From an optimization exercise on the open Yosys and OpenROAD flow, aimed at small area; shortcuts taken in it are not production practice. Power figures rest on the tool's default switching activity, not on a simulated workload.

## alpha
Design Sobel, start of the top module:
module Sobel
#(
    parameter IMAGE_W   =   128  ,
    parameter IMAGE_H   =   480  ,
    parameter IMAGE_DW  =   8
)
(
    input                           InVideoClk  ,
    input                           InVideoVs   ,
    input                           InVideoDe   ,
    input   [IMAGE_DW -1 :0]        InVideoData ,
    output                          OutVideoVs  ,
    output                          OutVideoDe  ,
    output  [IMAGE_DW -1 :0]        OutVideoData
);
==> flow/config.mk <==
export PLATFORM = sky130hd
export DESIGN_NAME = Sobel
export DESIGN_NICKNAME = Sobel
export VERILOG_FILES = /design/flow/design.v
export SDC_FILE = /design/flow/constraint.sdc
export NUM_CORES = 4
export LEC_CHECK = 0
export CAP_MARGIN = 20
export CORE_MARGIN = 2
export CORE_UTILIZATION = 60
export CTS_BUF_LIST = sky130_fd_sc_hd__clkbuf_8
export CTS_CLUSTER_DIAMETER = 50
export CTS_CLUSTER_SIZE = 20
export SLEW_MARGIN = 20
==> flow/constraint.sdc <==
create_clock -name core_clock -period 8.0 [get_ports {InVideoClk}]
set_input_delay 1.6000 -clock core_clock [delete_from_list [all_inputs] [get_ports {InVideoClk}]]
set_output_delay 1.6000 -clock core_clock [all_outputs]
set_load 0.01 [all_outputs]
run.sh (not shown) runs the stock make flow with config.mk's settings and CLKGATE_MAP_FILE= SYNTH_SCRIPT=/design/flow/synth_recipe.tcl, a recipe that flattens the netlist after the stock synthesis.
STATUS run=alpha STAGES=ALL_DONE FINAL_CHECKS=FAILED CAUSE=negative setup slack
[inputs] beta vs alpha
--- a/flow/design.v
+++ b/flow/design.v
@@ -465,23 +465,40 @@
 wire Ge239 = ~Diff231[7];
 wire [6:0] Rem240 = Ge239 ? Diff231[6:0] : Part229[6:0];
 wire [5:0] Root241 = {rS5_Root,Ge239};
 wire [3:0] Rad242 = rS5_Rad[3:0];
 wire [8:0] Part243 = {Rem240,Rad242[3:2]};
 wire [7:0] Trial244 = {Root241,2'b01};
-wire [8:0] Diff245 = Part243 - {1'b0,Trial244};
-wire Ge246 = ~Diff245[8];
-wire [7:0] Rem247 = Ge246 ? Diff245[7:0] : Part243[7:0];
-wire [6:0] Root248 = {Root241,Ge246};
-wire [1:0] Rad249 = Rad242[1:0];
-wire [9:0] Part250 = {Rem247,Rad249[1:0]};
-wire [8:0] Trial251 = {Root248,2'b01};
-wire [9:0] Diff252 = Part250 - {1'b0,Trial251};
-wire Ge253 = ~Diff252[9];
-wire [7:0] Root254 = {Root248,Ge253};
-assign OutData = rS5_Sat ? 8'hff : Root254;
+wire [8:0] Diff245;
+assign Diff245[0] = Part243[0] ^ ~Trial244[0] ^ 1'b1;
+wire bc246 = (Part243[0] & ~Trial244[0]) | (1'b1 & (Part243[0] ^ ~Trial244[0]));
+assign Diff245[1] = Part243[1] ^ ~Trial244[1] ^ bc246;
+wire bc247 = (Part243[1] & ~Trial244[1]) | (bc246 & (Part243[1] ^ ~Trial244[1]));
+assign Diff245[2] = Part243[2] ^ ~Trial244[2] ^ bc247;
+wire bc248 = (Part243[2] & ~Trial244[2]) | (bc247 & (Part243[2] ^ ~Trial244[2]));
+assign Diff245[3] = Part243[3] ^ ~Trial244[3] ^ bc248;
+wire bc249 = (Part243[3] & ~Trial244[3]) | (bc248 & (Part243[3] ^ ~Trial244[3]));
+assign Diff245[4] = Part243[4] ^ ~Trial244[4] ^ bc249;
+wire bc250 = (Part243[4] & ~Trial244[4]) | (bc249 & (Part243[4] ^ ~Trial244[4]));
+assign Diff245[5] = Part243[5] ^ ~Trial244[5] ^ bc250;
+wire bc251 = (Part243[5] & ~Trial244[5]) | (bc250 & (Part243[5] ^ ~Trial244[5]));
+assign Diff245[6] = Part243[6] ^ ~Trial244[6] ^ bc251;
+wire bc252 = (Part243[6] & ~Trial244[6]) | (bc251 & (Part243[6] ^ ~Trial244[6]));
+assign Diff245[7] = Part243[7] ^ ~Trial244[7] ^ bc252;
+wire bc253 = (Part243[7] & ~Trial244[7]) | (bc252 & (Part243[7] ^ ~Trial244[7]));
+assign Diff245[8] = Part243[8] ^ 1'b1 ^ bc253;
+wire Ge254 = ~Diff245[8];
+wire [7:0] Rem255 = Ge254 ? Diff245[7:0] : Part243[7:0];
+wire [6:0] Root256 = {Root241,Ge254};
+wire [1:0] Rad257 = Rad242[1:0];
+wire [9:0] Part258 = {Rem255,Rad257[1:0]};
+wire [8:0] Trial259 = {Root256,2'b01};
+wire [9:0] Diff260 = Part258 - {1'b0,Trial259};
+wire Ge261 = ~Diff260[9];
+wire [7:0] Root262 = {Root256,Ge261};
+assign OutData = rS5_Sat ? 8'hff : Root262;
 endmodule
 module Sobel
 #(
     parameter IMAGE_W   =   128  ,
     parameter IMAGE_H   =   480  ,
     parameter IMAGE_DW  =   8
## What came out
beta had finished all stages when the layout checks came back failing, citing negative setup slack. Mean post-synth cell area grows slightly when moving from alpha to beta. Diff alpha -> beta | power consumption | decrease of about 2.5%. The total track usage was comparable across alpha and beta. Max net count of the finished layout across alpha and beta: alpha. beta against alpha; via density per instance is down slightly. Going from alpha to beta, power of the combinational group shrinks by 12%. The lower critical path depth of alpha and beta is in alpha. Between alpha and beta, proportion of synthesized chip area in sequential cells increased. Compared with alpha, area after synthesis in beta decreased slightly.
No functional check of the RTL was part of any run of this note.

==> port drivers added, routing unchanged <==
In the flow no input, the clock included, has a driving cell. The finished layouts below were timed again as built, in two steps.
Step 1 assumes that a clkbuf_16 drives the clock port and a buf_2 every other input.
Step 2 adds t to the input delays and takes it off the output delays; t is the mean of the earliest and latest rising clock arrival at the registers after step 1. Input paths then give back, and output paths get back, about the clock's delay inside the block.
a / b / c = ideal ports / drivers / drivers and shift; a / b = the first two.
run	shift t [ns]	setup slack, ns	worst hold slack (ns)	worst setup path after step 2	pins driven straight from the clock port
alpha	0.893	-0.071 / -0.135 / 0.638	0.333 / 0.333 / 0.333	input to register	1
beta	0.881	-0.573 / -0.638 / 0.243	0.327 / 0.327 / 0.327	register to output	1
